This is an optimization exercise on Yosys and OpenROAD, whose aim is small area, a short achievable clock period and few clock cycles, not a production implementation.
The RTL was checked by simulation tests, not by an equivalence proof against the original design.
Power and IR drop assume default switching activity.

File: flow/config.mk
export PLATFORM = sky130hd
export DESIGN_NAME = jlc3_core
export DESIGN_NICKNAME = jlc3_core
export VERILOG_FILES = /design/flow/design.v
export SDC_FILE = /design/flow/constraint.sdc
export NUM_CORES = 4
export LEC_CHECK = 0
export ABC_AREA = 1
export CAP_MARGIN = 20
export CORE_MARGIN = 2
export CORE_UTILIZATION = 40
export PLACE_DENSITY = 0.6
export SETUP_SLACK_MARGIN = 3.6
export SLEW_MARGIN = 20
export TNS_END_PERCENT = 100
File: flow/constraint.sdc
create_clock -name core_clock -period 8.0 [get_ports {clk_i_w}]
set_input_delay 1.6000 -clock core_clock [delete_from_list [all_inputs] [get_ports {clk_i_w}]]
set_output_delay 1.6000 -clock core_clock [all_outputs]
set_load 0.01 [all_outputs]
File: flow/design.v
module jlc3_core (
     input  wire        clk_i_w
    ,input  wire        rst_i_w       
    ,input  wire        en_i_w        
    ,output wire        mem_en_o_w
    ,output wire        mem_we_o_w
    ,output wire [15:0] mem_addr_o_w
    ,output wire [15:0] mem_wdat_o_w
    ,input  wire [15:0] mem_rdat_i_w
    ,input  wire        mem_rdy_i_w
);
    reg [15:0] addr_r;    
    reg [15:0] pc_r;      
    reg        dat_r;     
    reg        dld_r;     
    reg        dst_r;     
    reg        dptr_r;    
    reg        dsti_r;    
    reg [2:0]  dreg_r;    
    reg        n_r;       
    reg        z_r;
    reg [15:0] rf_r [0:7];
    reg        clr_r;     
    integer i;
    function [15:0] add16(input [15:0] a, input [15:0] b, input cin);
        reg [15:0] g, p, gg, pp, gn, pn;
        integer l, k;
        begin
            g = a & b;
            p = a ^ b;
            gg = g;
            gg[0] = g[0] | (p[0] & cin);
            pp = p;
            for (l = 1; l < 16; l = l * 2) begin
                gn = gg;
                pn = pp;
                for (k = l; k < 16; k = k + 1) begin
                    gn[k] = gg[k] | (pp[k] & gg[k-l]);
                    pn[k] = pp[k] & pp[k-l];
                end
                gg = gn;
                pp = pn;
            end
            add16 = p ^ {gg[14:0], cin};
        end
    endfunction
    wire adv_w = en_i_w & mem_rdy_i_w;
    wire fet_w = ~dat_r & ~clr_r;
    wire [15:0] ins_w = mem_rdat_i_w;
    wire [3:0]  op_w  = ins_w[15:12];
    wire i_br   = (op_w == 4'b0000);
    wire i_add  = (op_w == 4'b0001);
    wire i_and  = (op_w == 4'b0101);
    wire i_not  = (op_w == 4'b1001);
    wire i_ld   = (op_w == 4'b0010);
    wire i_st   = (op_w == 4'b0011);
    wire i_jsr  = (op_w == 4'b0100);
    wire i_ldr  = (op_w == 4'b0110);
    wire i_str  = (op_w == 4'b0111);
    wire i_ldi  = (op_w == 4'b1010);
    wire i_sti  = (op_w == 4'b1011);
    wire i_jmp  = (op_w == 4'b1100);
    wire i_lea  = (op_w == 4'b1110);
    wire i_trap = (op_w == 4'b1111);
    wire i_nop  = (op_w == 4'b1000) | (op_w == 4'b1101);
    wire br_take_w = (ins_w[11] & n_r) | (ins_w[10] & z_r) | (ins_w[9] & ~n_r & ~z_r);
    wire i_jsri = i_jsr & ins_w[11];
    wire pcrel_w = i_br | i_ld | i_st | i_ldi | i_sti | i_lea | i_jsri;
    wire [2:0] ra_w = ins_w[8:6];
    wire [2:0] rb_w = dat_r ? dreg_r : ins_w[2:0];
    reg  [15:0] rda_w;      
    reg  [15:0] opa_w;      
    reg  [15:0] rdb_w;
    always @(*) begin
        rda_w = 16'b0;
        rdb_w = 16'b0;
        for (i = 0; i < 8; i = i + 1) begin
            rda_w = rda_w | ({16{ra_w == i}} & rf_r[i]);
            rdb_w = rdb_w | ({16{rb_w == i}} & rf_r[i]);
        end
        opa_w = pcrel_w ? addr_r : rda_w;
    end
    wire [15:0] off9_w  = {{7{ins_w[8]}}, ins_w[8:0]};
    wire [15:0] off11_w = {{5{ins_w[10]}}, ins_w[10:0]};
    wire [15:0] off6_w  = {{10{ins_w[5]}}, ins_w[5:0]};
    wire [15:0] imm5_w  = {{11{ins_w[4]}}, ins_w[4:0]};
    wire        isreg_w = (i_add | i_and) & ~ins_w[5];   
    reg  [15:0] opb_w;
    always @(*) begin
        if (isreg_w)
            opb_w = rdb_w;
        else if (i_ldr | i_str)
            opb_w = off6_w;
        else if (i_jsri)
            opb_w = off11_w;
        else if (pcrel_w)
            opb_w = off9_w;
        else
            opb_w = imm5_w;
    end
    wire [15:0] sum_w = add16(opa_w, opb_w, pcrel_w);
    wire [15:0] p_w = opa_w ^ opb_w;
    wire        sumz_w = (p_w[0] == pcrel_w) & (p_w[15:1] == (opa_w[14:0] | opb_w[14:0]));
    wire [15:0] and_w = rda_w & opb_w;
    wire [15:0] pcn_w = add16(addr_r, 16'd0, 1'b1);
    wire f_seq  = i_add | i_and | i_not | i_lea | (i_br & ~br_take_w) | i_nop;
    wire f_sum  = (i_br & br_take_w) | i_jsri | i_ld | i_st | i_ldi | i_sti | i_ldr | i_str;
    wire f_ra   = i_jmp | (i_jsr & ~ins_w[11]);
    wire f_trap = i_trap;
    wire d_pc   = dld_r | dst_r;                
    wire d_rdat = ~dld_r & ~dst_r;              
    wire [15:0] nxt_w = fet_w ? (({16{f_seq}}   & pcn_w)
                               | ({16{f_sum}}   & sum_w)
                               | ({16{f_ra}}    & rda_w)
                               | ({16{f_trap}}  & {8'b0, ins_w[7:0]}))
                              : (({16{d_pc}}    & pc_r)
                               | ({16{d_rdat}}  & mem_rdat_i_w));
    wire wr_sum  = fet_w & (i_add | i_lea);
    wire wr_and  = fet_w & i_and;
    wire wr_not  = fet_w & i_not;
    wire wr_link = fet_w & (i_jsr | i_trap);
    wire wr_mem  = dld_r;
    wire wen_w   = wr_sum | wr_and | wr_not | wr_link | wr_mem;
    wire [2:0]  wa_w = dat_r ? dreg_r : (wr_link ? 3'd7 : ins_w[11:9]);
    wire [15:0] wd_w = ({16{wr_sum}}  & sum_w)
                     | ({16{wr_and}}  & and_w)
                     | ({16{wr_not}}  & ~rda_w)
                     | ({16{wr_link}} & pcn_w)
                     | ({16{wr_mem}}  & mem_rdat_i_w);
    wire        wz_w = (wr_sum  & sumz_w)
                     | (wr_and  & ~|and_w)
                     | (wr_not  & &rda_w)
                     | (wr_link & ~|pcn_w)
                     | (wr_mem  & ~|mem_rdat_i_w);
    always @(posedge clk_i_w) begin
        for (i = 0; i < 8; i = i + 1)
            if (clr_r || (adv_w && wen_w && wa_w == i))
                rf_r[i] <= wd_w;
    end
    always @(posedge clk_i_w or negedge rst_i_w) begin
        if (!rst_i_w) begin
            clr_r <= 1'b1;
            n_r   <= 1'b0;
            z_r   <= 1'b1;
        end else begin
            clr_r <= 1'b0;
            if (adv_w && wen_w) begin
                n_r <= wd_w[15];
                z_r <= wz_w;
            end
        end
    end
    always @(posedge clk_i_w or negedge rst_i_w) begin
        if (!rst_i_w) begin
            addr_r <= 16'b0;
            dat_r  <= 1'b0;
            dld_r  <= 1'b0;
            dst_r  <= 1'b0;
            dptr_r <= 1'b0;
        end else if (adv_w && !clr_r) begin
            addr_r <= nxt_w;
            if (fet_w) begin
                dat_r  <= i_ld | i_ldr | i_st | i_str | i_ldi | i_sti | i_trap;
                dld_r  <= i_ld | i_ldr;
                dst_r  <= i_st | i_str;
                dptr_r <= i_ldi | i_sti;
            end else begin
                dat_r  <= dptr_r;
                dld_r  <= dptr_r & ~dsti_r;
                dst_r  <= dptr_r & dsti_r;
                dptr_r <= 1'b0;
            end
        end
    end
    always @(posedge clk_i_w) begin
        if (adv_w && fet_w) begin
            pc_r   <= pcn_w;
            dreg_r <= ins_w[11:9];
            dsti_r <= op_w[0];
        end
    end
    assign mem_en_o_w   = en_i_w;
    assign mem_we_o_w   = dst_r;
    assign mem_addr_o_w = addr_r;
    assign mem_wdat_o_w = rdb_w;
endmodule
File: flow/run.sh
#!/bin/bash
# synth_recipe.tcl (not shown) runs the flow's synth.tcl, then flattens the netlist and writes it again
# the make line also repeats each setting of config.mk as NAME=value (left out here)
make -C /OpenROAD-flow-scripts/flow DESIGN_CONFIG=/design/flow/config.mk WORK_HOME=/design/flow/orfs CLKGATE_MAP_FILE= SYNTH_SCRIPT=/design/flow/synth_recipe.tcl finish
==> run notes, run 1 <==
- ANT nets after route: 0
- Largest stage delay on the critical path: 180 ps
- Nature of the critical path startpoint: input port
- Prevailing post-synth register cell: edfxtp_1
- Cell Pwr Density: between 200 and 250 nW/um^2
- CTS Hold Buffers Added: 0
- CTS Buffer Depth: 2
- Leak: 6.45 nW
- GR Overflow Total: 0
- Ys async rst share: 13.5%
- # rows: 61
- Least-Margin Pin Slew: 1050 ps
- R2R depth: 22
- Die area: 29,700 sq um
- Max H-tree Level: 4
- Post-synthesis instance area: 11,300 sq um
- RSZ-0062 raised after global routing: yes
- Die Wd: 172 microns
- Worst EP required: around 6400 ps
- # DRC: 0
- Final Critical Period: 4520 ps
- Fraction of layout cells with a size suffix above 1: 31.5%
- Final GP Congestion: 0.971
- Synth Net Count: 1,423
- Post-DP HPWL: 31,300 microns
- Routed via count: 12,000
- Crit Path Class: in -> out
- Library cells used by synthesis: 60
- Area share of the largest cell type after synthesis: 39.2%
- Top cells by area, synth: edfxtp_1, nand2_1, inv_1
- Die height: 172 microns
- Fin crit share: 56.5%
- IO Count: 54
- Fin nets: 1,625
- Mapped Cells: 1,370
- Hold Path Class: reg -> reg
- Max Freq: 221 MHz
- CP Max Fanout: 7
- CP max stage cell: buf_12
- Initial DRC Count: 1,760
- Port Buffer Count: 53
- Setup tns final: 0 ps
- Initial core utilization: 40.7%
- Final setup vio count: 0
- Slew margin rel.: 29.8%
- Maximum vdd drop: 0.143 mV
- Routed WL: 49,100 microns
- Fin Clk Skew: between 15 and 20 ps
- Reg clk slew, reported paths: 70 ps
- Multi-input logic area: between 6000 and 7000 sq um
- GR Util All Layers: 32.8%
- Slew Limit Fails: 0
- Clock sink count: 171
- Register area: 5020 sq um
- Global-route wire length before repair: 70,700 microns
- Flops & latches, synth: 171
- Power Total: 3.53 mW
- CTS tree: yes
- Core footprint: between 20,000 and 30,000 sq um
- Most area-hungry cell type in the Yosys netlist: edfxtp_1
- Initial antenna violation count: 0
- WL/cell: 25.1 microns
- Fin. Hold Viols: 0
- Drt via density: 6.14
- TritonCTS Buffers: 17
- Register area share after synthesis: 44.3%
- Number of flops mapped to enable cells by yosys: 148
- Warnings, synthesis: 2
- Fillers: between 2,000 and 2,500
- Area Overhead vs Synth: 36.3%
- # diodes: 0
- Worst hold path stage count: 2
- Pin count of the biggest net entering global routing: 34
- Synthesized area per cell: slightly above 8 sq um
- Clock Tree Root: clkbuf_16
- Max cap viols: 0
- Clock Latency Late Sink: 460 ps
- Critical path arrival: 2920 ps
- Worst-path cell chain: buf_12 -> nand2_8 -> nand2_8 -> buf_12 -> nand3_4 -> buf_6 -> buf_4 -> o22ai_4 -> nor2_2 -> nand2_2 -> buf_6
- Status: complete, no violations
- Critical path capture point type: output pin
- Vias in the first global route: 11,500
- First-pass DRT Iterations: 6
==> worst max-delay path, delay by kind of cell <==
| kind | cells | cell delay (ps) |
|---|---|---|
| buffers and inverters | 5 | 680 |
| AND/OR/NAND/NOR | 5 | 560 |
| AO/OA/AOI/OAI | 1 | 60 |
==> synth_stat cells, types with 4 or more instances <==
cell type	n
edfxtp_1	148
o21ai_1	16
nand2_2	7
nand3_4	4
nand4_1	36
a221oi_1	13
buf_2	11
inv_2	15
o221ai_1	15
nand2_1	266
o21ai_0	94
nor2_1	113
nand2_4	5
xnor2_1	8
o22ai_1	67
nand3_1	73
a21oi_1	52
o211ai_1	8
a211oi_1	9
nor3_1	14
xor2_1	22
inv_1	200
buf_4	4
dfrtp_1	21
nor2_2	13
nand3b_1	4
nor4_1	5
ha_1	31
buf_6	8
nand3_2	17
clkbuf_1	22
==> power by group <==
part           switching (mW)  internal [mW]  leakage (nW)  total (mW)
registers              0.0809           1.10          1.78        1.18
logic                   0.935          0.579          4.40        1.51
clock network           0.378          0.456         0.261       0.834
total                    1.39           2.14          6.45        3.53
==> flip-flops by register name, indices dropped and copies added, names as in the netlist <==
signal  cells
dreg_r      3
dsti_r      1
n_r         1
dld_r       1
dst_r       1
dat_r       1
pc_r       16
addr_r     16
rf_r      128
z_r         1
dptr_r      1
clr_r       1
==> final cells by class <==
| class | count | share of cell area [%] |
|---|---|---|
| Tap cell | 378 | 3.06 |
| Multi-Input combinational cell | 944 | 41.6 |
| Timing Repair Buffer | 220 | 13.2 |
| Clock buffer | 19 | 2.80 |
| Sequential cell | 171 | 32.5 |
| Inverter | 217 | 6.00 |
| Timing Repair inverter | 1 | 0.0567 |
| Clock inverter | 11 | 0.785 |
==> routing by layer <==
layer / wire, microns / GRT usage, %
met1: 19000 / 43.3
met2: 21600 / 49.4
met3: 5470 / 8.38
met4: 3120 / 17.9
met5: 0 / 0
==> kinds of logic after synthesis <==
| logic type | count (synthesis) | synth area share [%] |
|---|---|---|
| simple gates | 569 | 23.7 |
| compound gates | 301 | 16.1 |
| buf+inv | 265 | 9.82 |
| flops | 171 | 44.3 |
| fa+ha+maj | 33 | 3.77 |
| xor+xnor | 30 | 2.32 |
| other cells | 1 | 0.0331 |
==> timing repair <==
action	CTS	global route
pin swaps	90	70
setup endpoints to repair	290	233
gates cloned	11	0
buffers inserted	114	35
gates resized for setup	334	116
==> final timing paths <==
path	slack (ps)	end	start
setup / recovery	3480	mem_wdat_o_w[15]	mem_rdat_i_w[0]
hold / removal	520	z_r	z_r
setup reg to reg	3650	rf_r[1][14]	dat_r
hold reg to reg	520	z_r	z_r
max in group asynchronous	6180	z_r	rst_i_w
min in group asynchronous	1510	addr_r[3]	rst_i_w
==> cells in the final DEF (no fill, tap or decap), drive strengths merged, types with 37 or more instances in the layout <==
master,count
a21oi,52
buf,192
edfxtp,148
inv,218
nand2,285
nand3,98
nand4,37
nor2,128
o21ai,112
o22ai,68
==> stage by stage <==
stage          instances  worst slack (ps)  instance area, sq um  hold WS, ps  util (%)
5_1_grt             1961              3410                 15500          549      55.5
2_1_floorplan       1370              3490                 11500          466         -
3_3_place_gp        1770              1600                 12300          498      44.2
3_5_place_dp        1771              1500                 12300          498      44.2
6_report            1961              3480                 15500          519      55.5
4_1_cts             1926              3520                 14800          513      53.0
Testbench counts, summed over its fixed seeds: cycles 25,627.
==> run 2, diff against run 1 <==
==> flow/flow/run.sh (new file) <==
#!/bin/bash
set -euo pipefail
bash standard.sh ADDER_MAP_FILE= finish > standard.log 2>&1
==> flow/standard.sh (new file) <==
#!/bin/bash
# synth_recipe.tcl (not shown) runs the flow's synth.tcl, then flattens the netlist and writes it again
# the make line also repeats each setting of config.mk as NAME=value (left out here)
make -C /OpenROAD-flow-scripts/flow DESIGN_CONFIG=/design/flow/config.mk WORK_HOME=/design/flow/orfs CLKGATE_MAP_FILE= SYNTH_SCRIPT=/design/flow/synth_recipe.tcl "${@:-finish}"
--- a/flow/config.mk
+++ b/flow/config.mk
@@ -8,8 +8,8 @@
 export ABC_AREA = 1
 export CAP_MARGIN = 20
 export CORE_MARGIN = 2
-export CORE_UTILIZATION = 40
-export PLACE_DENSITY = 0.6
+export CORE_UTILIZATION = 65
+export PLACE_DENSITY = 0.8
 export SETUP_SLACK_MARGIN = 3.6
 export SLEW_MARGIN = 20
 export TNS_END_PERCENT = 100
removed: flow/run.sh
==> run 2 against run 1 <==
Compared with the run above:
- the flow now stops in global routing (5_1_grt)
- synthesized cell count rose by 7.7%
- synthesized area fell by 1.4%
==> run notes, run 2 <==
- Die height: roughly 140 microns
- Initial core utilization: about two thirds
- Count leader, synth: nand2_1
- Port Buffer Count: 53
- Ys async rst share: 13.5%
- Cell area after placement: around 12,000 sq um
- GRT worst endpoint: mem_wdat_o_w[4]
- Top post-synthesis cells by count: nand2_1, inv_1, edfxtp_1
- Post-synthesis instance area: about 11,000 sq um
- Clock Tree Root: clkbuf_16
- IO Count: 54
- Library cells used by synthesis: about 50
- Area share of the largest cell type after synthesis: 39.7%
- Mapped Cells: 1,476
- Top cells by area, synth: edfxtp_1, nand2_1, inv_1
- Register area share after synthesis: 44.9%
- Most area-hungry cell type in the Yosys netlist: edfxtp_1
- GR Util All Layers: 75.4%
- # rows: 47
- Clock sink count: 171
- Max H-tree Level: 4
- Post-placement cell count: 1,710
- TritonCTS Buffers: 17
- CTS Buffer Depth: 2
- Die Wd: 135 microns
- Status: did not finish
- First reported error: [ERROR GRT-0232] Routing congestion too high. Check the congestion heatmap in the GUI.
- Number of flops mapped to enable cells by yosys: 148
- Synthesized area per cell: 7.58 sq um
- Worst EP Category: output port
- Last stage reached: global routing (5_1_grt)
- GR Overflow Total: 46
- Prevailing post-synth register cell: edfxtp_1
- Warnings, synthesis: 2
- Flops & latches, synth: around 170
- Final GP Congestion: 1.09
- Synth Net Count: around 1,500
- Pin count of the biggest net entering global routing: 32
- Post-DP HPWL: approximately 29,000 microns
## run 2: what timing repair did
item                                    4_1_cts
setup buffers                                98
hold endpoints to repair                      0
cloned                                       16
pin swaps                                    49
hold buffers                                  0
gates resized for setup                     237
endpoints found under the setup margin      290
## run 2: routing by layer
metal,GRT overflow,track usage [%]
met5,0,22.8
met4,24,67.9
met3,2,65.5
met2,20,89.7
met1,0,77.3
## run 2: per-stage QoR
stage	setup slack [ps]	hold slack (ps)	power, mW	utilization, %
floorplan	3310	472	1.80	-
global placement	1840	493	2.14	70.7
detailed placement	1820	503	2.15	70.8
CTS	3500	525	3.19	84.2
## run 2: how the worst max path moves through the flow
stage | startpoint | to | slack (ps) | cells past startpoint
CTS | mem_rdat_i_w[0] | mem_wdat_o_w[7] | 3500 | 11
detailed placement | mem_rdat_i_w[1] | mem_wdat_o_w[3] | 1820 | 9
floorplan | mem_rdat_i_w[14] | rf_r[4][0] | 3310 | 9
global placement | mem_rdat_i_w[1] | mem_wdat_o_w[3] | 1840 | 9
## run 2: power groups by stage
stage	Combinational (mW)	Clock (mW)	Sequential [mW]
after detailed placement	0.973	0	1.18
after floorplan	0.636	0	1.17
after CTS	1.18	0.842	1.16
after global placement	0.962	0	1.18
## run 2: cell families after synthesis
group | count (synthesis) | synth area share, %
and+or+nand+nor | 754 | 29.6
other | 1 | 0.0335
buffers and inverters | 266 | 9.89
xor gates and xnor gates | 23 | 1.80
AOI/OAI and AO/OA | 261 | 13.8
DFF | 171 | 44.9
==> run 3, diff against run 2 <==
--- a/flow/config.mk
+++ b/flow/config.mk
@@ -8,8 +8,8 @@
 export ABC_AREA = 1
 export CAP_MARGIN = 20
 export CORE_MARGIN = 2
-export CORE_UTILIZATION = 65
-export PLACE_DENSITY = 0.8
+export CORE_UTILIZATION = 75
+export PLACE_DENSITY = 0.9
 export SETUP_SLACK_MARGIN = 3.6
 export SLEW_MARGIN = 20
 export TNS_END_PERCENT = 100
==> run 3 against run 2 <==
Compared with the run above:
- the flow again stops in global routing (5_1_grt)
- synthesized area did not move
- synthesized cell count did not move
==> run notes, run 3 <==
- Status: did not finish
- Last stage reached: global routing (5_1_grt)
- First reported error: [ERROR GRT-0116] Global routing finished with congestion. Check the congestion regions in the DRC Viewer.
- Count leader, synth: nand2_1
- Synth Net Count: 1,496
- Flops & latches, synth: around 170
- Clock sink count: 171
- GR Overflow Total: 171
- Die height: 126 microns
- Final GP Congestion: 1.14
- CTS Buffer Depth: 2
- IO Count: 54
- Ys async rst share: 13.5%
- Vias in the first global route: 16,100
- TritonCTS Buffers: 17
- Initial core utilization: 76.9%
- Register area share after synthesis: around 45%
- GR Util All Layers: 80.8%
- Top post-synthesis cells by count: nand2_1, inv_1, edfxtp_1
- Library cells used by synthesis: slightly above 50
- Synthesized area per cell: roughly 7.6 sq um
- Post-DP HPWL: 27,400 microns
- Warnings, synthesis: 2
- Most area-hungry cell type in the Yosys netlist: edfxtp_1
- # rows: 44
- Top cells by area, synth: edfxtp_1, nand2_1, inv_1
- Prevailing post-synth register cell: edfxtp_1
- Post-synthesis instance area: 11,200 sq um
- Die Wd: 126 microns
- Max H-tree Level: 4
- Port Buffer Count: 53
- Clock Tree Root: clkbuf_16
- Number of flops mapped to enable cells by yosys: about 150
- Mapped Cells: 1,476
- Global-route wire length before repair: 96,600 microns
- Pin count of the biggest net entering global routing: 30
- Area share of the largest cell type after synthesis: between 30% and 40%
-- run 3: metal layers --
layer	overflow	track usage, %
met5	0	20.4
met4	70	79.3
met3	2	63.2
met2	97	97.9
met1	2	83.4
-- run 3: logic make-up after synthesis --
logic type	share of synthesized area, %
flip-flops	44.9
other	0.0335
XOR/XNOR	1.80
buffers and inverters	9.89
AO/OA/AOI/OAI	13.8
AND/OR/NAND/NOR	29.6
-- run 3: worst max path at each step --
| stage | end | from | cells past startpoint |
|---|---|---|---|
| 3_3_place_gp | mem_wdat_o_w[6] | mem_rdat_i_w[0] | 9 |
| 3_5_place_dp | mem_wdat_o_w[12] | mem_rdat_i_w[1] | 9 |
| 4_1_cts | mem_wdat_o_w[2] | mem_rdat_i_w[2] | 10 |
| 2_1_floorplan | rf_r[4][0] | mem_rdat_i_w[14] | 9 |
-- run 3: metrics by stage --
step           setup WS, ps  util (%)  instance area (sq um)  instances  power (mW)
3_5_place_dp           2010      81.1                  11800       1678        2.14
2_1_floorplan          3310         -                  11200       1476        1.80
3_3_place_gp           2050      81.0                  11800       1677        2.11
4_1_cts                3520      95.4                  13900       1807        3.22
-- run 3: timing repair --
action / 4_1_cts
buffers inserted: 82
setup endpoints to repair: 288
pin swaps: 40
gates cloned: 15
resized for setup: 236
hold buffers: 0
-- run 3: power groups by stage --
| stage | sequential (mW) | combinational [mW] | clock [mW] |
|---|---|---|---|
| after global placement | 1.18 | 0.933 | 0 |
| after floorplan | 1.17 | 0.636 | 0 |
| after detailed placement | 1.18 | 0.957 | 0 |
| after CTS | 1.16 | 1.17 | 0.889 |
==> run 4, diff against run 3 <==
==> flow/config.mk (replaced) <==
export PLATFORM = sky130hd
export DESIGN_NAME = jlc3_core
export DESIGN_NICKNAME = jlc3_core
export VERILOG_FILES = /design/flow/design.v
export SDC_FILE = /design/flow/constraint.sdc
export NUM_CORES = 4
export LEC_CHECK = 0
export CAP_MARGIN = 20
export CORE_MARGIN = 2
export CORE_UTILIZATION = 55
export PLACE_DENSITY = 0.75
export SETUP_SLACK_MARGIN = 3.6
export SLEW_MARGIN = 20
export TNS_END_PERCENT = 100
==> run 4 against run 3 <==
Compared with the run above:
- the run now finishes clean
- synthesized area shrank 0.10%
- synthesized cell count shrank 27%
==> run notes, run 4 <==
- Fin Clk Skew: 17.5 ps
- # DRC: 0
- Post-DP HPWL: ~26,000 microns
- Area share of the largest cell type after synthesis: just under 40%
- Die Wd: ~150 microns
- Logic gate share of total power: 45.3%
- Worst R2R End: rf_r[7][12]
- Hold Path Class: reg -> reg
- Clock share of power: 22.1%
- Final GP Congestion: 0.988
- Setup tns final: 0 ps
- Power Total: 3.87 mW
- Global-route wire length before repair: 63,700 microns
- CP Max Fanout: 5
- Initial DRC Count: about 1,900
- Largest register FFs: 128
- Critical path capture point type: output pin
- Reg-to-reg setup timing slack: 3690 ps
- Worst Hold Path EP: dptr_r
- Count leader, synth: edfxtp_1
- WL/cell: 29.9 microns
- Slew margin rel.: 9.62%
- Top post-synthesis cells by count: edfxtp_1, nand2_1, nor2_1
- Top cells by area, synth: edfxtp_1, mux2i_1, dfrtp_1
- Max cap viols: 0
- Max Freq: 211 MHz
- R2R depth: 13
- # diodes: 0
- Worst-path cell chain: buf_12 -> mux2_4 -> buf_6 -> mux2i_2 -> nor3_1 -> or4_4 -> buf_6
- Initial antenna violation count: 0
- Slew Limit Fails: 0
- Maximum vdd drop: 0.190 mV
- Fin. Hold Viols: 0
- Worst hold path stage count: 2
- Fin crit share: 59.3%
- Most common cell after layout, fill and taps aside: edfxtp_1
- Die height: 147 microns
- Final core utilization: between 70% and 80%
- Area Overhead vs Synth: 38.7%
- Core footprint: 20,100 sq um
- Biggest register: rf_r
- Synth Net Count: 1,092
- # rows: 52
- Warnings, synthesis: 2
- CTS Buffer Depth: 2
- RSZ-0062 raised after global routing: yes
- Number of flops mapped to enable cells by yosys: 148
- Fillers: 1,175
- Mapped Cells: around 1,100
- Final Critical Period: approximately 4700 ps
- Sw frac: 39.0%
- Ys async rst share: 13.5%
- Hold Path Origin: dptr_r
- Final setup vio count: 0
- CP max stage cell: or4_4
- Reg clk slew, reported paths: 90 ps
- Die area: between 20,000 and 25,000 sq um
- Fin nets: 1,259
- Largest stage delay on the critical path: 470 ps
- WHS: between 500 and 600 ps
- Register area share after synthesis: between 40% and 50%
- Drt via density: between 7 and 8
- Routed via count: between 10,000 and 15,000
- Pin count of the biggest net entering global routing: 34
- Pint: between 2 and 2.5 mW
- Clock sink count: 171
- Routed WL: 45,500 microns
- R2R Path Start: dat_r
- Status: complete, no violations
- TritonCTS Buffers: 17
- CTS tree: yes
- GR Overflow Total: 0
- GR Util All Layers: 39.8%
- IO Count: 54
- Cell Pwr Density: 250 nW/um^2
- Leak: 5.81 nW
- Least-Margin Pin Slew: between 1000 and 1500 ps
- ANT nets after route: 0
- Commonest non-fill, non-tap cells in the layout: edfxtp_1, buf_4, nand2_1
- Synthesized area per cell: 10.4 sq um
- Most area-hungry cell type in the Yosys netlist: edfxtp_1
- Most used cell along the critical path: buf_6
- Crit Path Class: in -> out
- Clock Latency Late Sink: 450 ps
- Initial core utilization: approximately 56%
- Post-placement cell count: 1,346
- Sequential power share: ~33%
- Prevailing post-synth register cell: edfxtp_1
- Max H-tree Level: 4
- Vias in the first global route: 10,300
- Worst EP required: approximately 6400 ps
- Final non-filler cell total: 1,522
- Library cells used by synthesis: 90
- Biggest regs: rf_r: 128 flops, addr_r: 16 flops, pc_r: 16 flops
- Nature of the critical path startpoint: input port
- Net Sw Power: 1.51 mW
- Clock Tree Root: clkbuf_16
- Post-synthesis instance area: 11,200 sq um
- Port Buffer Count: 53
- Critical path arrival: 3150 ps
- CTS Hold Buffers Added: 0
- Flops & latches, synth: 171
- First-pass DRT Iterations: 10
- Fraction of layout cells with a size suffix above 1: 38.9%
==> run 4: changes by cell type after synthesis, moves of 18 or more <==
cell | before | now
nand2_1 | 414 | 101
mux2_2 | 0 | 23
clkbuf_1 | 17 | 37
nand4_1 | 43 | 8
o22ai_1 | 62 | 11
nand3_1 | 99 | 37
nand2_2 | 18 | 0
o21ai_0 | 83 | 62
nor2_1 | 130 | 70
xnor2_1 | 3 | 28
inv_1 | 195 | 29
mux4_2 | 0 | 23
mux2i_1 | 0 | 56
==> run 4: worst max-delay path by stage <==
stage	slack [ps]	cells after the start	to	start
2_1_floorplan	3340	12	rf_r[0][15]	mem_rdat_i_w[1]
4_1_cts	3320	7	mem_wdat_o_w[6]	mem_rdat_i_w[1]
3_5_place_dp	1430	13	rf_r[7][12]	mem_rdat_i_w[14]
5_1_grt	3190	15	rf_r[7][12]	mem_rdat_i_w[11]
3_3_place_gp	1560	13	rf_r[1][12]	mem_rdat_i_w[14]
6_report	3250	7	mem_wdat_o_w[2]	mem_rdat_i_w[1]
==> run 4: kinds of logic after synthesis <==
family	synth area share [%]
buffers and inverters	4.03
multiplexers	12.1
adder cells (fa/ha/maj)	0.549
flip-flops	45.0
AO/OA/AOI/OAI	20.1
XOR/XNOR	3.75
other	0.0336
AND/OR/NAND/NOR	14.5
==> run 4: power by group through the flow <==
stage | logic, mW | clock network (mW) | registers, mW
after global routing | 1.82 | 0.881 | 1.27
after floorplan | 0.786 | 0 | 1.23
after CTS | 1.44 | 0.839 | 1.25
after global placement | 1.15 | 0 | 1.25
final | 1.75 | 0.854 | 1.26
after detailed placement | 1.15 | 0 | 1.26
==> run 4: what timing repair did <==
item | 4_1_cts | 5_1_grt
buffers inserted | 86 | 47
pin swaps | 50 | 55
resized for setup | 292 | 117
gates cloned | 10 | 1
setup endpoints to repair | 290 | 205
==> run 4: cell type report <==
class | count | area, sq um | share of cell area (%)
clock buffers | 17 | 425 | 2.74
clock inverters | 15 | 159 | 1.03
inverters | 32 | 128 | 0.823
multi-input cells | 806 | 7280 | 47.0
flip-flops and latches | 171 | 5020 | 32.4
well taps | 270 | 338 | 2.18
repair buffers | 211 | 2150 | 13.9
==> run 4: per-stage QoR <==
step | cell area, sq um | worst slack, ps
5_1_grt | 15500 | 3190
3_5_place_dp | 12100 | 1430
3_3_place_gp | 12100 | 1560
6_report | 15500 | 3250
4_1_cts | 14400 | 3320
2_1_floorplan | 11500 | 3340
==> run 4: per-layer routing <==
metal	track usage [%]	vias up	part of all wire [%]
li1	-	4502	-
met1	51.8	5216	34
met2	62.9	1051	45
met3	7.41	304	12
met4	22.8	0	8.6
met5	0	-	0
==> run 4: worst max-delay path: cells and delay by family <==
kind | cells | cell delay, ps
muxes | 2 | 560
and+or+nand+nor | 2 | 590
buffers and inverters | 3 | 410
==> run 5, diff against run 4 <==
--- a/flow/config.mk
+++ b/flow/config.mk
@@ -5,6 +5,7 @@
 export SDC_FILE = /design/flow/constraint.sdc
 export NUM_CORES = 4
 export LEC_CHECK = 0
+export ABC_AREA = 1
 export CAP_MARGIN = 20
 export CORE_MARGIN = 2
 export CORE_UTILIZATION = 55
==> run 5 against run 4 <==
Compared with the run above:
- die area up 0.10%
- worst hold slack lost 31 ps
- design area decreased by 5.8%
==> run notes, run 5 <==
- Commonest non-fill, non-tap cells in the layout: nand2_1, inv_1, edfxtp_1
- Synthesized area per cell: 7.58 sq um
- Post-synthesis instance area: between 10,000 and 15,000 sq um
- Reg-to-reg setup timing slack: 3830 ps
- Fraction of layout cells with a size suffix above 1: 23.3%
- Metal2 WL: 21,000 microns
- # DRC: 0
- Crit path depth: 10
- Prevailing post-synth register cell: edfxtp_1
- Top cells by area, synth: edfxtp_1, nand2_1, inv_1
- Leak: 6.47 nW
- Cell area after placement: approximately 12,000 sq um
- # rows: 52
- Post-DP HPWL: 29,500 microns
- Nature of the critical path startpoint: input port
- Met3 Wirelength: 7140 microns
- Hold Path Class: reg -> reg
- Initial core utilization: around 56%
- Clock Latency Late Sink: 450 ps
- Drt via density: 6.57
- CP max stage cell: buf_6
- Maximum vdd drop: 0.174 mV
- CP Max Fanout: 6
- Library cells used by synthesis: 51
- Largest stage delay on the critical path: 180 ps
- Multi-input logic area: 5940 sq um
- Number of flops mapped to enable cells by yosys: 148
- Ys async rst share: a little over an eighth
- Synth Net Count: 1,496
- Most area-hungry cell type in the Yosys netlist: edfxtp_1
- Worst hold path stage count: 2
- Biggest register: rf_r
- Register area: 5020 sq um
- Top delay family on crit path: simple AND/OR/NAND/NOR gates
- Count leader, synth: nand2_1
- Largest register FFs: approximately 130
- GR Util All Layers: 43.4%
- Fin crit share: 56.5%
- Routed WL: 49,000 microns
- Warnings, synthesis: 2
- Status: complete, no violations
- Setup tns final: 0 ps
- R2R depth: 23
- Top post-synthesis cells by count: nand2_1, inv_1, edfxtp_1
- Post-route cell area: 14,600 sq um
- Area Overhead vs Synth: 30.5%
- Mapped Cells: around 1,500
- Fin nets: 1,667
- Biggest regs: rf_r: 128 flops, addr_r: 16 flops, pc_r: 16 flops
- Worst-path cell chain: buf_12 -> nand2_8 -> nand2_8 -> buf_12 -> nand3_4 -> buf_6 -> o21ai_2 -> nor2_1 -> nand2_1 -> buf_2
- Cell Pwr Density: 235 nW/um^2
- RSZ-0062 raised after global routing: yes
- Max Used Layer: met5
- Die Wd: 147 microns
- CTS tree: yes
- Crit Path Class: in -> out
- ANT nets after route: 0
- Port Buffer Count: 53
- WL/cell: between 20 and 30 microns
- Critical path capture point type: output pin
- Vias in the first global route: 11,700
- Area share of the largest cell type after synthesis: 39.7%
- Fin. Hold Viols: 0
- Max H-tree Level: 4
- Initial DRC Count: 1,994
- Flops & latches, synth: 171
- Slew Limit Fails: 0
- Final GP Congestion: ~1.1
- WL met1: 17,000 microns
- Final Critical Period: 4520 ps
- Global-route wire length before repair: roughly 69,000 microns
- Max Freq: 221 MHz
- Final setup vio count: 0
- TritonCTS Buffers: 17
- Buf/Inv on CP: 4
- Most common cell after layout, fill and taps aside: nand2_1
- Die height: 147 microns
- GR Overflow Total: 0
- Register area share after synthesis: 44.9%
- WHS: 511 ps
- Final core utilization: slightly above 70%
- Die area: around 21,000 sq um
- Least-Margin Pin Slew: 1020 ps
- CTS Buffer Depth: 2
- Fillers: 1,562
- First-pass DRT Iterations: 8
- IO Count: 54
- Slew margin rel.: 31.1%
- Worst EP required: approximately 6400 ps
- Critical path arrival: 2920 ps
- Routed via count: 12,700
- Pin count of the biggest net entering global routing: 30
- Reg clk slew, reported paths: 80 ps
- Fin Clk Skew: 14.0 ps
- Clock Tree Root: clkbuf_16
- Initial antenna violation count: 1
- Core footprint: 20,100 sq um
- Max cap viols: 0
- Clock sink count: 171
[run 5: changes by cell type in the layout (fill, tap and decap cells not counted), sizes merged, moves of 23 or more]
cell / previous run / this run
nand2: 101 / 441
inv: 38 / 222
nand3: 38 / 115
nor2: 73 / 144
mux2i: 56 / 0
o22ai: 11 / 62
nand4: 8 / 44
mux2: 29 / 0
buf: 180 / 154
xnor2: 28 / 3
o21ai: 77 / 101
mux4: 23 / 0
[run 5: final cells by class]
| cell class | count | share of cell area, % |
|---|---|---|
| Tap cell | 270 | 2.31 |
| Multi-Input combinational cell | 1051 | 40.7 |
| Clock inverter | 15 | 1.41 |
| Timing Repair inverter | 1 | 0.0600 |
| Antenna cell | 1 | 0.0171 |
| Sequential cell | 171 | 34.4 |
| Inverter | 217 | 6.05 |
| Clock buffer | 17 | 2.91 |
| Timing Repair Buffer | 188 | 12.1 |
[run 5: routing by layer]
metal | GRT usage, % | vias to the layer above
met3 | 11.5 | 366
met2 | 66.9 | 1168
met4 | 25.2 | 2
met1 | 55.3 | 5776
li1 | - | 5382
met5 | 0 | -
[run 5: cells by family after synthesis]
| logic type | share of synthesized area [%] |
|---|---|
| xor gates and xnor gates | 1.80 |
| and+or+nand+nor | 29.6 |
| other | 0.0335 |
| AOI/OAI and AO/OA | 13.8 |
| DFF | 44.9 |
| buffers and inverters | 9.89 |
[run 5: per-stage QoR]
step           total power, mW  std cells  worst slack [ps]
2_1_floorplan             1.80       1476              3310
3_5_place_dp              2.16       1765              1790
5_1_grt                   3.53       1930              3380
6_report                  3.42       1931              3480
4_1_cts                   3.23       1897              3560
3_3_place_gp              2.16       1765              1860
[run 5: power breakdown]
group,leakage [nW],total [mW],switching (mW),internal [mW]
combinational,4.39,1.37,0.886,0.483
sequential,1.79,1.17,0.0692,1.10
clock,0.301,0.890,0.454,0.436
total,6.47,3.42,1.41,2.01
[run 5: worst min-delay path, delay by kind of cell (launching register included)]
family           cells  cell delay, ps
flip-flops           1             370
AND/OR/NAND/NOR      2             110
[run 5: timing repair]
item / in CTS / in global routing
setup endpoints to repair: 290 / 206
setup buffers: 87 / 32
pin swaps: 47 / 32
hold buffers: 0 / 0
gates cloned: 13 / 1
gates resized for setup: 237 / 116
[run 5: final timing paths]
check	startpoint	endpoint
worst min register to register	addr_r[8]	addr_r[8]
min in group asynchronous	rst_i_w	addr_r[3]
worst max register to register	dat_r	rf_r[7][5]
max in group asynchronous	rst_i_w	z_r
worst min-delay path	addr_r[8]	addr_r[8]
worst max-delay path	mem_rdat_i_w[2]	mem_wdat_o_w[4]
==> run 6, diff against run 5 <==
--- a/flow/design.v
+++ b/flow/design.v
@@ -67,16 +67,19 @@
     wire i_jsri = i_jsr & ins_w[11];
     wire pcrel_w = i_br | i_ld | i_st | i_ldi | i_sti | i_lea | i_jsri;
     wire [2:0] ra_w = ins_w[8:6];
-    wire [2:0] rb_w = dat_r ? dreg_r : ins_w[2:0];
+    wire [2:0] rb_w = ins_w[2:0];
     reg  [15:0] rda_w;      
     reg  [15:0] opa_w;      
     reg  [15:0] rdb_w;
+    reg  [15:0] rdc_w;      
     always @(*) begin
         rda_w = 16'b0;
         rdb_w = 16'b0;
+        rdc_w = 16'b0;
         for (i = 0; i < 8; i = i + 1) begin
             rda_w = rda_w | ({16{ra_w == i}} & rf_r[i]);
             rdb_w = rdb_w | ({16{rb_w == i}} & rf_r[i]);
+            rdc_w = rdc_w | ({16{dreg_r == i}} & rf_r[i]);
         end
         opa_w = pcrel_w ? addr_r : rda_w;
     end
@@ -182,5 +185,5 @@
     assign mem_en_o_w   = en_i_w;
     assign mem_we_o_w   = dst_r;
     assign mem_addr_o_w = addr_r;
-    assign mem_wdat_o_w = rdb_w;
+    assign mem_wdat_o_w = rdc_w;
 endmodule
==> run 6 against run 5 <==
Compared with the run above:
- non-clock buffer count is 68 lower
- core utilization is 6.0 points lower
- global-route usage is 0.62 points lower
- worst setup slack better by 150 ps
- largest power group is now registers
- synthesized area is 3.9% higher
==> run notes, run 6 <==
- Commonest non-fill, non-tap cells in the layout: nand2_1, inv_1, edfxtp_1
- Slew margin rel.: 39.6%
- Clock sink count: 171
- First-pass DRT Iterations: 12
- Final setup vio count: 0
- Fillers: 1,764
- Prevailing post-synth register cell: edfxtp_1
- Library cells used by synthesis: 54
- Max H-tree Level: 4
- Top cells by area, synth: edfxtp_1, nand2_1, inv_1
- Buf/Inv on CP: 6
- TritonCTS Buffers: 17
- Port Buffer Count: between 50 and 60
- Maximum vdd drop: 0.143 mV
- Met3 Wirelength: 6230 microns
- Leak: roughly 6 nW
- Die height: 149 microns
- Drt via density: about 6.7
- Max Used Layer: met5
- Setup tns final: 0 ps
- Max Freq: 229 MHz
- Setup ws final: around 3600 ps
- Metal2 WL: between 20,000 and 25,000 microns
- CTS Buffer Depth: 2
- Clock Tree Root: clkbuf_16
- WL/cell: 25.2 microns
- Fin crit share: between 50% and 60%
- Routed WL: 47,500 microns
- ANT nets after route: 0
- Biggest regs: rf_r: 128 flops, addr_r: 16 flops, pc_r: 16 flops
- Biggest register: rf_r
- Cell Pwr Density: 217 nW/um^2
- Vias in the first global route: about 12,000
- Area Overhead vs Synth: 19.7%
- Global-route wire length before repair: 70,200 microns
- R2R Path Start: dat_r
- Post-route cell area: 13,900 sq um
- Least-Margin Pin Slew: 905 ps
- Post-DP HPWL: 32,700 microns
- Synth Net Count: 1,529
- Initial core utilization: 55.6%
- Reg clk slew, reported paths: 80 ps
- CTS tree: yes
- Area share of the largest cell type after synthesis: 38.3%
- Final Critical Period: 4380 ps
- Initial antenna violation count: 1
- Top delay family on crit path: simple AND/OR/NAND/NOR gates
- # rows: 53
- Status: complete, no violations
- Synthesized area per cell: just under 8 sq um
- Number of flops mapped to enable cells by yosys: 148
- Most used cell along the critical path: nand2_1
- CP Max Fanout: 12
- GR Util All Layers: 42.8%
- Pin count of the biggest net entering global routing: 32
- CTS Hold Buffers Added: 0
- Die area: between 20,000 and 25,000 sq um
- Routed via count: 12,600
- Initial DRC Count: 2,095
- Largest stage delay on the critical path: approximately 280 ps
- Worst-path cell chain: clkbuf_4 -> inv_2 -> nand3_1 -> buf_6 -> clkinvlp_4 -> buf_4 -> a21oi_2 -> nand3_1 -> nand3_1 -> nand2_2 -> nor2_2 -> inv_1 -> nor2_1 -> nand2_1 -> nand2_1 -> nand2_1 -> nand2_1 -> nand2_1 -> nand3_1 -> nand3_4
- Hold Path Origin: dptr_r
- Most area-hungry cell type in the Yosys netlist: edfxtp_1
- WL met1: 17,400 microns
- # DRC: 0
- Ys async rst share: 13.5%
- Core footprint: 20,900 sq um
- Clock Latency Late Sink: roughly 440 ps
- Fin. Hold Viols: 0
- Worst EP required: 8150 ps
- Dpl ws: 2120 ps
- CP max stage cell: nand3_1
- Top post-synthesis cells by count: nand2_1, inv_1, edfxtp_1
- Nature of the critical path startpoint: input port
- Crit Path Class: in -> reg
- Largest register FFs: 128
- Fraction of layout cells with a size suffix above 1: 15.4%
- Flops & latches, synth: 171
- CP Launch Point: mem_rdat_i_w[2]
- Hold Path Class: reg -> reg
- Critical path capture point type: flip-flop
- Final GP Congestion: 1.06
- Warnings, synthesis: 2
- Die Wd: around 150 microns
- RSZ-0062 raised after global routing: yes
- IO Count: 54
- Fin nets: 1,614
- GR Overflow Total: 0
- Most common cell after layout, fill and taps aside: nand2_1
- Max cap viols: 0
- Final core utilization: between 60% and 70%
- Critical path arrival: 4530 ps
- Cell area after placement: 12,400 sq um
- Count leader, synth: nand2_1
- Post-synthesis instance area: between 10,000 and 15,000 sq um
- Fin Clk Skew: approximately 13 ps
- Slew Limit Fails: 0
- Register area share after synthesis: around 43%
- Mapped Cells: 1,509
-- run 6: cell count changes after synthesis, sizes merged, moves of 14 or more --
cell and change:
a21oi +33, a221oi +17, inv +20, nand2 -67, nand3 -21, nand4 -18
nor2 +14, o21ai -18, o221ai +15, o22ai +33
-- run 6: worst paths after layout --
kind                                to  slack [ps]  depth (start not counted)
hold / removal                  dptr_r         530                          1
min in group asynchronous   addr_r[15]        1530                          2
setup / recovery           rf_r[3][12]        3620                         20
setup reg to reg            rf_r[5][8]        4520                         10
max in group asynchronous        clr_r        6150                          2
hold reg to reg                 dptr_r         530                          1
-- run 6: what timing repair did --
| item | CTS | global route |
|---|---|---|
| setup buffers | 31 | 20 |
| pin swaps | 13 | 3 |
| setup endpoints to repair | 289 | 272 |
| gates cloned | 1 | 0 |
| resized for setup | 102 | 46 |
-- run 6: through the flow --
step	total power, mW	cells	hold WS [ps]
CTS	2.95	1861	522
floorplan	1.73	1509	472
global placement	2.05	1798	493
finish	3.01	1882	525
detailed placement	2.05	1798	504
global route	3.12	1881	581
-- run 6: logic make-up after synthesis --
kind of cell / Yosys count / synth area share [%]
simple gates: 666 / 25.1
compound gates: 354 / 19.3
buf+inv: 290 / 10.3
flops: 171 / 43.2
xor+xnor: 26 / 1.96
mux: 1 / 0.0862
other cells: 1 / 0.0323
-- run 6: metal layers --
| metal | up-vias | track usage (%) |
|---|---|---|
| li1 | 5392 | - |
| met1 | 5789 | 56.9 |
| met2 | 1118 | 64.6 |
| met3 | 285 | 10.1 |
| met4 | 2 | 23.5 |
| met5 | - | 0 |
-- run 6: layout make-up --
| cell class | instances | area, sq um | share of cell area [%] |
|---|---|---|---|
| antenna | 1 | 2.50 | 0.0180 |
| clock buffer | 17 | 425 | 3.06 |
| clock inverter | 14 | 178 | 1.28 |
| inverter | 235 | 935 | 6.72 |
| multi-input combinational | 1049 | 5850 | 42.1 |
| sequential | 171 | 5020 | 36.1 |
| tap | 275 | 344 | 2.47 |
| timing repair buffer | 120 | 1150 | 8.25 |
-- run 6: worst register-to-register path: cells and delay by family (launching register included) --
family	cells	cell delay, ps
simple gates	6	1660
buf+inv	3	750
compound gates	1	280
flops	1	510
-- run 6: where the power goes --
part / switching, mW / internal, mW
sequential: 0.0869 / 1.10
combinational: 0.648 / 0.309
clock: 0.428 / 0.447
Testbench counts of run 6, summed over its fixed seeds: cycles 25,627.
==> run 7, diff against run 6 <==
--- a/flow/design.v
+++ b/flow/design.v
@@ -34,9 +34,11 @@
             for (l = 1; l < 16; l = l * 2) begin
                 gn = gg;
                 pn = pp;
-                for (k = l; k < 16; k = k + 1) begin
-                    gn[k] = gg[k] | (pp[k] & gg[k-l]);
-                    pn[k] = pp[k] & pp[k-l];
+                for (k = 0; k < 16; k = k + 1) begin
+                    if (k & l) begin
+                        gn[k] = gg[k] | (pp[k] & gg[(k & ~(l - 1)) - 1]);
+                        pn[k] = pp[k] & pp[(k & ~(l - 1)) - 1];
+                    end
                 end
                 gg = gn;
                 pp = pn;
--- a/flow/config.mk
+++ b/flow/config.mk
@@ -12,4 +12,4 @@
 export PLACE_DENSITY = 0.75
 export SETUP_SLACK_MARGIN = 3.6
 export SLEW_MARGIN = 20
-export TNS_END_PERCENT = 100
+export TNS_END_PERCENT = 10
==> run 7 against run 6 <==
Compared with the run above:
- sequential power about the same
- total power increased by 0.94%
- largest cell class unchanged
- critical endpoint is now mem_wdat_o_w[5]
- worst setup slack got worse by 93 ps
- via count decreased by 1.9%
- wire length decreased by 1.7%
- fmax decreased by 2.1%
- still clean
- synthesized area increased by 1.7%
- cell count decreased by 1.9%
- global-route usage decreased by 1.6 points
- clock skew increased by 10 ps
- register-to-register slack improved by 30 ps
- sequential share of layout area increased by 0.62 points
==> run notes, run 7 <==
- Hold Path Class: reg -> reg
- # DRC: 0
- Critical path capture point type: output pin
- Die area: between 20,000 and 25,000 sq um
- Clock Tree Root: clkbuf_16
- Worst R2R End: rf_r[6][8]
- Number of flops mapped to enable cells by yosys: 148
- Most area-hungry cell type in the Yosys netlist: edfxtp_1
- Nature of the critical path startpoint: flip-flop
- Routed WL: 46,700 microns
- Pin count of the biggest net entering global routing: 33
- Critical path arrival: 2870 ps
- Warnings, synthesis: 2
- Reg-to-reg setup timing slack: 4550 ps
- Slew Limit Fails: 0
- # diodes: 0
- Library cells used by synthesis: 65
- Fin nets: 1,578
- Die height: 151 microns
- CP Max Fanout: 9
- Reg clk slew, reported paths: 70 ps
- Mapped Cells: 1,480
- First-pass DRT Iterations: 6
- Least-Margin Pin Slew: 1150 ps
- Maximum vdd drop: between 0.15 and 0.2 mV
- CTS Buffer Depth: 2
- Buf/Inv on CP: 3
- CP max stage cell: edfxtp_1
- Count leader, synth: nand2_1
- Status: complete, no violations
- Port Buffer Count: 53
- Die Wd: around 150 microns
- Cell Pwr Density: 223 nW/um^2
- Flops & latches, synth: approximately 170
- Max cap viols: 0
- # rows: 53
- GR Util All Layers: between 40% and 50%
- Biggest regs: rf_r: 128 flops, addr_r: 16 flops, pc_r: 16 flops
- Synthesized area per cell: 7.98 sq um
- Post-placement cell count: roughly 1,800
- Largest stage delay on the critical path: between 500 and 600 ps
- Max Freq: 224 MHz
- TritonCTS Buffers: 17
- Cell area after placement: roughly 13,000 sq um
- Most common cell after layout, fill and taps aside: nand2_1
- Commonest non-fill, non-tap cells in the layout: nand2_1, inv_1, edfxtp_1
- Fin crit share: 55.9%
- Top post-synthesis cells by count: nand2_1, inv_1, edfxtp_1
- ANT nets after route: 0
- R2R Path Start: dat_r
- Initial DRC Count: about 1,900
- RSZ-0062 raised after global routing: yes
- Initial core utilization: 56.2%
- Slew margin rel.: 23.6%
- Register area share after synthesis: 42.5%
- Vias in the first global route: 11,400
- Fin Clk Skew: roughly 23 ps
- Global-route wire length before repair: 68,300 microns
- Fraction of layout cells with a size suffix above 1: roughly 17%
- Setup tns final: 0 ps
- Final non-filler cell total: around 1,800
- WL/cell: roughly 25 microns
- Post-route cell area: ~14,000 sq um
- Crit Path Class: reg -> out
- Routed via count: approximately 12,000
- Initial antenna violation count: 0
- Worst-path cell chain: buf_4 -> nand2_2 -> clkinv_2 -> a221oi_1 -> nand3_1 -> clkdlybuf4s50_1
- Clock sink count: ~170
- Top delay family on crit path: buffers and inverters
- Final GP Congestion: approximately 0.99
- Biggest register: rf_r
- GR Overflow Total: 0
- Area Overhead vs Synth: 15.7%
- Prevailing post-synth register cell: edfxtp_1
- Core footprint: 21,000 sq um
- Final Critical Period: 4470 ps
- Crit path depth: 6
- Post-DP HPWL: 31,900 microns
- Area share of the largest cell type after synthesis: between 30% and 40%
- CTS tree: yes
- Ys async rst share: 13.5%
- Final setup vio count: 0
- Clock Latency Late Sink: between 400 and 500 ps
- Hold Path Origin: n_r
- Drt via density: approximately 6.7
- Synth Net Count: 1,500
- Leak: between 5 and 6 nW
- Top cells by area, synth: edfxtp_1, nand2_1, inv_1
- Worst Hold Path EP: n_r
- Post-synthesis instance area: between 10,000 and 15,000 sq um
- Max H-tree Level: 4
- Fin. Hold Viols: 0
- IO Count: 54
- Worst hold path stage count: 2
- Largest register FFs: about 130
- Worst EP required: around 6400 ps
- R2R depth: 11
## run 7: cell types whose count changed after synthesis, sizes merged, moves of 4 or more
cell,before,now
xor2,21,16
a21oi,79,89
clkbuf,29,20
clkinv,1,5
nand2,369,327
o221ai,17,12
o21ai,83,77
nor2,157,153
nand4,26,38
buf,26,35
## run 7: logic make-up after synthesis
group | count (synthesis) | share of synthesized area, %
flops | 171 | 42.5
compound gates | 354 | 19.0
buf+inv | 297 | 10.9
simple gates | 635 | 25.8
xor+xnor | 22 | 1.76
other cells | 1 | 0.0317
## run 7: worst reg2reg max path: cells and delay by family, from the launching register on
family,cells,cell delay (ps)
flops,1,490
buf+inv,5,1140
compound gates,2,850
simple gates,4,670
## run 7: what timing repair did
action / 4_1_cts / 5_1_grt
setup buffers: 14 / 21
setup endpoints to repair: 207 / 177
gates resized for setup: 70 / 43
gates cloned: 1 / 0
pin swaps: 3 / 11
hold buffers: 0 / 0
## run 7: cell type report
type	count	area (sq um)
clock buffer	17	425
clock inverter	15	189
fill	1793	7350
inverter	242	965
multi-input combinational	1013	5760
sequential	171	5020
tap	275	344
timing repair buffer	113	971
## run 7: worst max-delay path by stage
stage                     slack, ps             start               to
after floorplan                3460  mem_rdat_i_w[15]       rf_r[4][0]
after global placement         2020   mem_rdat_i_w[6]       rf_r[0][1]
after detailed placement       2010   mem_rdat_i_w[6]      rf_r[4][12]
after CTS                      3510  mem_rdat_i_w[14]       rf_r[6][8]
after global routing           3550         dreg_r[2]  mem_wdat_o_w[6]
final                          3530         dreg_r[2]  mem_wdat_o_w[5]
## run 7: per-layer routing
metal / track usage, % / share of wire (%)
met5: 0 / 0
met4: 21.4 / 6.5
met3: 9.09 / 14
met2: 60.9 / 43
met1: 56.7 / 37
## run 7: report_power, final
part           total (mW)  internal (mW)  switching [mW]
clock network       0.867          0.426           0.441
logic               0.969          0.310           0.659
registers            1.21           1.12          0.0868
## run 7: through the flow
step / hold WS, ps / worst slack [ps] / power [mW] / util [%]
global route: 548 / 3550 / 3.15 / 65.0
finish: 538 / 3530 / 3.04 / 65.0
CTS: 516 / 3510 / 2.99 / 64.0
global placement: 491 / 2020 / 2.12 / 59.8
detailed placement: 500 / 2010 / 2.12 / 59.8
floorplan: 472 / 3460 / 1.80 / -
Testbench counts of run 7, summed over its fixed seeds: cycles 25,627.
==> run 8, diff against run 7 <==
--- a/flow/config.mk
+++ b/flow/config.mk
@@ -9,7 +9,8 @@
 export CAP_MARGIN = 20
 export CORE_MARGIN = 2
 export CORE_UTILIZATION = 55
+export CTS_BUF_LIST = sky130_fd_sc_hd__clkbuf_4 sky130_fd_sc_hd__clkbuf_8
 export PLACE_DENSITY = 0.75
 export SETUP_SLACK_MARGIN = 3.6
 export SLEW_MARGIN = 20
-export TNS_END_PERCENT = 10
+export TNS_END_PERCENT = 100
==> run 8 against run 7 <==
Compared with the run above:
- still clean
- flip-flop and latch count is the same
- design area is 1.2% lower
- clock power down 25%
- core utilization is 0.79 points lower
- synthesized area did not move
- critical path type unchanged
==> run notes, run 8 <==
- Status: complete, no violations
- Cell Pwr Density: 209 nW/um^2
- Max Freq: between 200 and 250 MHz
- Pin count of the biggest net entering global routing: 33
- Hold Path Class: reg -> reg
- Net Sw Power: approximately 1.2 mW
- Ys async rst share: 13.5%
- GR Overflow Total: 0
- Final GP Congestion: 1.02
- Initial antenna violation count: 0
- Pint: approximately 1.7 mW
- Global-route wire length before repair: 68,200 microns
- Synth Net Count: 1,500
- Sequential power share: 42.6%
- Routed via count: 12,200
- Logic gate share of total power: 34.3%
- Warnings, synthesis: 2
- Max H-tree Level: 4
- Vias in the first global route: 11,200
- GR Util All Layers: between 40% and 50%
- Maximum vdd drop: roughly 0.15 mV
- Post-DP HPWL: 31,800 microns
- Routed WL: 46,500 microns
- Biggest regs: rf_r: 128 flops, addr_r: 16 flops, pc_r: 16 flops
- Library cells used by synthesis: between 60 and 70
- CTS Buffer Depth: 2
- Initial core utilization: a little under three fifths
- Most common cell after layout, fill and taps aside: nand2_1
- Power Total: 2.83 mW
- Die Wd: 151 microns
- IO Count: between 50 and 60
- ANT nets after route: 0
- Slew Limit Fails: 0
- Fin nets: 1,574
- WL/cell: 25.2 microns
- Die area: 22,700 sq um
- Slew margin rel.: approximately 29%
- Fin crit share: 55.3%
- Prevailing post-synth register cell: edfxtp_1
- Final setup vio count: 0
- Multi-input logic area: 5770 sq um
- TritonCTS Buffers: 17
- Top cells by area, synth: edfxtp_1, nand2_1, inv_1
- Clock sink count: approximately 170
- Initial DRC Count: 1,725
- CTS tree: yes
- Cell area after placement: about 13,000 sq um
- Crit Path Class: reg -> out
- # diodes: 0
- Top post-synthesis cells by count: nand2_1, inv_1, edfxtp_1
- Core footprint: 21,000 sq um
- Post-placement cell count: approximately 1,800
- Least-Margin Pin Slew: 1070 ps
- Area Overhead vs Synth: 14.3%
- Fin Clk Skew: about 28 ps
- Sw frac: between 40% and 50%
- Worst EP required: between 6000 and 7000 ps
- Final core utilization: 64.3%
- Critical path capture point type: output pin
- Count leader, synth: nand2_1
- Clock share of power: 23.1%
- Nature of the critical path startpoint: flip-flop
- Die height: 151 microns
- Synthesized area per cell: 7.98 sq um
- Mapped Cells: 1,480
- Critical path arrival: 2820 ps
- Clock Latency Late Sink: 500 ps
- Biggest register: rf_r
- Fillers: ~1,800
- Flops & latches, synth: 171
- Most area-hungry cell type in the Yosys netlist: edfxtp_1
- # rows: 53
- Largest register FFs: between 100 and 150
- Clock Tree Root: clkbuf_8
- Setup tns final: 0 ps
- Port Buffer Count: 53
- Reg clk slew, reported paths: about 100 ps
- Fraction of layout cells with a size suffix above 1: 17.4%
- RSZ-0062 raised after global routing: yes
- Number of flops mapped to enable cells by yosys: 148
- Leak: 5.81 nW
- Final non-filler cell total: between 1,500 and 2,000
- Register area share after synthesis: 42.5%
- Max cap viols: 0
- # DRC: 0
- Drt via density: 6.62
- First-pass DRT Iterations: 6
- Post-route cell area: between 10,000 and 15,000 sq um
- Commonest non-fill, non-tap cells in the layout: nand2_1, inv_1, edfxtp_1
- CTS Hold Buffers Added: 0
- Fin. Hold Viols: 0
- Area share of the largest cell type after synthesis: 37.6%
- CP Max Fanout: 16
- Register area: between 5000 and 6000 sq um
- Post-synthesis instance area: 11,800 sq um
- Final Critical Period: 4420 ps
## run 8: cell counts after synthesis
No cell type changed its count.
## run 8: final cells by class
type                       instances  share of cell area, %
clock buffer                      17                   1.73
clock inverter                    15                   1.43
inverter                         242                   7.05
multi-input combinational       1013                   42.7
sequential                       171                   37.2
tap                              275                   2.55
timing repair buffer             109                   7.37
## run 8: power groups by stage
| stage | logic, mW | clock network (mW) | registers [mW] |
|---|---|---|---|
| floorplan | 0.601 | 0 | 1.20 |
| global placement | 0.902 | 0 | 1.22 |
| detailed placement | 0.905 | 0 | 1.22 |
| CTS | 0.928 | 0.654 | 1.20 |
| global route | 1.04 | 0.685 | 1.22 |
| finish | 0.970 | 0.652 | 1.20 |
## run 8: cells by family (layout without fill, tap and decap cells)
family | Yosys count | count (layout) | synth area share [%]
AND/OR/NAND/NOR | 635 | 636 | 25.8
AO/OA/AOI/OAI | 354 | 354 | 19.0
buffers and inverters | 297 | 383 | 10.9
flip-flops | 171 | 171 | 42.5
XOR/XNOR | 22 | 22 | 1.76
other | 1 | 1 | 0.0317
## run 8: per-layer routing
metal	routed length [microns]	track usage, %	part of all wire (%)	vias up
li1	-	-	-	5309
met1	17600	55.7	38	5648
met2	20100	60.9	43	1035
met3	6410	11.5	14	194
met4	2400	20.5	5.2	0
met5	0	0	0	-
## run 8: final timing paths
| path | startpoint | to | slack, ps | depth (start not counted) |
|---|---|---|---|---|
| setup reg to reg | dat_r | rf_r[0][14] | 4610 | 9 |
| hold / removal | n_r | n_r | 530 | 2 |
| setup / recovery | dreg_r[1] | mem_wdat_o_w[5] | 3580 | 7 |
| min in group asynchronous | rst_i_w | addr_r[3] | 1100 | 1 |
| max in group asynchronous | rst_i_w | addr_r[8] | 6500 | 1 |
| hold reg to reg | n_r | n_r | 530 | 2 |
## run 8: through the flow
| stage | setup WS (ps) | hold slack (ps) |
|---|---|---|
| finish | 3580 | 528 |
| global route | 3520 | 555 |
| CTS | 3600 | 521 |
| detailed placement | 1990 | 498 |
| global placement | 2090 | 494 |
| floorplan | 3460 | 472 |
## run 8: worst max-delay path, cell delays in order, from the launching register on
cell and delay, ps:
edfxtp_1 500, buf_4 190, buf_4 130, nand3_2 390
o22ai_1 180, a221oi_1 320, nand3_1 140, clkdlybuf4s50_1 500
## run 8: what timing repair did
item                                    in CTS  in global routing
pin swaps                                    5                  6
endpoints found under the setup margin     286                191
gates resized for setup                     66                 55
cloned                                       1                  0
buffers inserted                            17                 17
==> run 9, diff against run 8 <==
--- a/flow/config.mk
+++ b/flow/config.mk
@@ -9,7 +9,6 @@
 export CAP_MARGIN = 20
 export CORE_MARGIN = 2
 export CORE_UTILIZATION = 55
-export CTS_BUF_LIST = sky130_fd_sc_hd__clkbuf_4 sky130_fd_sc_hd__clkbuf_8
 export PLACE_DENSITY = 0.75
 export SETUP_SLACK_MARGIN = 3.6
 export SLEW_MARGIN = 20
==> run 9 against run 8 <==
Compared with the run above:
- flip-flop and latch count did not move
- synthesized cell count stayed put
- via count is 0.32% lower
- synthesized area stayed put
- wire length is 0.15% higher
- cell count barely moved
- combinational power barely moved
- die area unchanged
- design area up 1.5%
- clock skew down 9.6 ps
- largest power group unchanged
- highest routed layer unchanged
==> run notes, run 9 <==
- Status: complete, no violations
- Clock Latency Late Sink: 450 ps
- ANT nets after route: 0
- Post-synthesis instance area: 11,800 sq um
- Nature of the critical path startpoint: flip-flop
- Die area: 22,700 sq um
- Worst EP required: 6400 ps
- Prevailing post-synth register cell: edfxtp_1
- CTS Buffer Depth: 2
- Top cells by area, synth: edfxtp_1, nand2_1, inv_1
- Vias in the first global route: 11,100
- Buf/Inv on CP: 4
- Ys async rst share: 13.5%
- Setup tns final: 0 ps
- Most used cell along the critical path: inv_1
- Initial antenna violation count: 0
- Warnings, synthesis: 2
- Port Buffer Count: 53
- Area Overhead vs Synth: 16.0%
- # rows: 53
- Synthesized area per cell: 7.98 sq um
- Maximum vdd drop: about 0.16 mV
- Final setup vio count: 0
- Hold Path Class: reg -> reg
- Area share of the largest cell type after synthesis: 37.6%
- Max H-tree Level: 4
- Fin nets: 1,575
- Fillers: 1,804
- Critical path arrival: 2790 ps
- Fin crit share: 54.9%
- Initial DRC Count: 1,638
- GR Util All Layers: between 40% and 50%
- CTS Hold Buffers Added: 0
- Max cap viols: 0
- Largest register FFs: approximately 130
- Drt via density: 6.59
- Count leader, synth: nand2_1
- Register area share after synthesis: between 40 and 50%
- RSZ-0062 raised after global routing: yes
- Leak: 5.90 nW
- Clock sink count: 171
- Fraction of layout cells with a size suffix above 1: 17.2%
- Cell area after placement: around 13,000 sq um
- First-pass DRT Iterations: 6
- CP max stage cell: clkdlybuf4s50_1
- Worst-path cell chain: inv_1 -> nor3_1 -> buf_4 -> inv_1 -> o221ai_1 -> clkdlybuf4s50_1
- Cell Pwr Density: 222 nW/um^2
- Number of flops mapped to enable cells by yosys: around 150
- IO Count: between 50 and 60
- Slew margin rel.: 25.4%
- TritonCTS Buffers: 17
- Post-route cell area: 13,700 sq um
- Initial core utilization: 56.2%
- Mapped Cells: 1,480
- Routed via count: 12,100
- Most common cell after layout, fill and taps aside: nand2_1
- Critical path capture point type: output pin
- Global-route wire length before repair: roughly 68,000 microns
- Post-DP HPWL: between 30,000 and 40,000 microns
- Die Wd: between 150 and 200 microns
- Die height: 151 microns
- Largest stage delay on the critical path: a little over 600 ps
- Slew Limit Fails: 0
- Biggest register: rf_r
- Top post-synthesis cells by count: nand2_1, inv_1, edfxtp_1
- Synth Net Count: 1,500
- Library cells used by synthesis: 65
- GR Overflow Total: 0
- Core footprint: ~21,000 sq um
- Most area-hungry cell type in the Yosys netlist: edfxtp_1
- Crit Path Class: reg -> out
- Biggest regs: rf_r: 128 flops, addr_r: 16 flops, pc_r: 16 flops
- Flops & latches, synth: approximately 170
- Final Critical Period: around 4400 ps
- # DRC: 0
- Commonest non-fill, non-tap cells in the layout: nand2_1, inv_1, edfxtp_1
- # diodes: 0
- Reg clk slew, reported paths: 70 ps
- WL/cell: 25.3 microns
- Fin Clk Skew: 18.0 ps
- CP Max Fanout: 9
- Fin. Hold Viols: 0
- Max Freq: about 230 MHz
- Top delay family on crit path: buffers and inverters
- Pin count of the biggest net entering global routing: 33
- CTS tree: yes
- Final GP Congestion: 1.02
- Least-Margin Pin Slew: between 1000 and 1500 ps
- Clock Tree Root: clkbuf_16
- Routed WL: 46,500 microns
## run 9: cell counts after synthesis
No cell type changed its count.
## run 9: kinds of logic after synthesis
family                 Yosys count  share of synthesized area, %
AND/OR/NAND/NOR                635                          25.8
AO/OA/AOI/OAI                  354                          19.0
buffers and inverters          297                          10.9
flip-flops                     171                          42.5
XOR/XNOR                        22                          1.76
other                            1                        0.0317
## run 9: through the flow
stage | utilization, % | hold WS (ps) | cells | power, mW | setup slack (ps)
floorplan | - | 472 | 1480 | 1.80 | 3460
global placement | 59.7 | 494 | 1775 | 2.12 | 2090
detailed placement | 59.7 | 498 | 1775 | 2.12 | 1990
CTS | 64.4 | 515 | 1828 | 3.00 | 3590
global route | 65.2 | 549 | 1843 | 3.15 | 3550
finish | 65.2 | 518 | 1843 | 3.04 | 3610
## run 9: final timing paths
path / slack (ps) / depth (start not counted) / start / end
worst max-delay path: 3610 / 6 / dreg_r[2] / mem_wdat_o_w[14]
worst min-delay path: 520 / 2 / n_r / n_r
worst max register to register: 4620 / 17 / addr_r[1] / rf_r[7][15]
worst min register to register: 520 / 2 / n_r / n_r
max in group asynchronous: 6450 / 1 / rst_i_w / addr_r[8]
min in group asynchronous: 1150 / 1 / rst_i_w / addr_r[3]
## run 9: worst register-to-register path, cell delays in order, from the launching register on
cell      delay (ps)
dfrtp_1          430
nand2_1          130
inv_2             90
nand2_1           80
nor2_1           160
nand2_1          140
nor4_4           380
nand2_1          120
nor2_2           200
nand2_2           90
nor2_2           140
nand2_1           70
nor2_1           200
nand2_1          130
xor2_1           190
nor2_1            60
a211oi_1         250
nand2_2          220
## run 9: layout make-up
type                       count  area, sq um  share of cell area, %
clock buffer                  17          425                   3.10
tap                          275          344                   2.51
sequential                   171         5020                   36.6
clock inverter                15          193                   1.41
multi-input combinational   1013         5770                   42.1
timing repair buffer         110         1000                   7.32
inverter                     242          957                   6.98
## run 9: timing repair
action	in CTS	in global routing
cloned	1	0
setup buffers	20	15
pin swaps	5	3
gates resized for setup	75	44
setup endpoints to repair	286	187
## run 9: metal layers
metal  GRT usage (%)  vias to the layer above  part of all wire (%)
met1            56.7                     5611                    38
met3            10.5                      200                    14
met2            61.0                     1009                    43
met4            19.9                        0                   5.1
met5               0                        -                     0
li1                -                     5327                     -
## run 9: power by group
| part | internal (mW) | switching, mW | leakage (nW) |
|---|---|---|---|
| clock | 0.428 | 0.433 | 0.296 |
| combinational | 0.310 | 0.662 | 3.84 |
| sequential | 1.12 | 0.0841 | 1.76 |

Check on run 9: ideal ports give 3.610 ns setup slack; a clkbuf_16 on the clock port and buf_2 on the inputs give 3.563 ns; moving port delays by the midpoint clock arrival (0.490 ns) as well gives 3.279 ns.
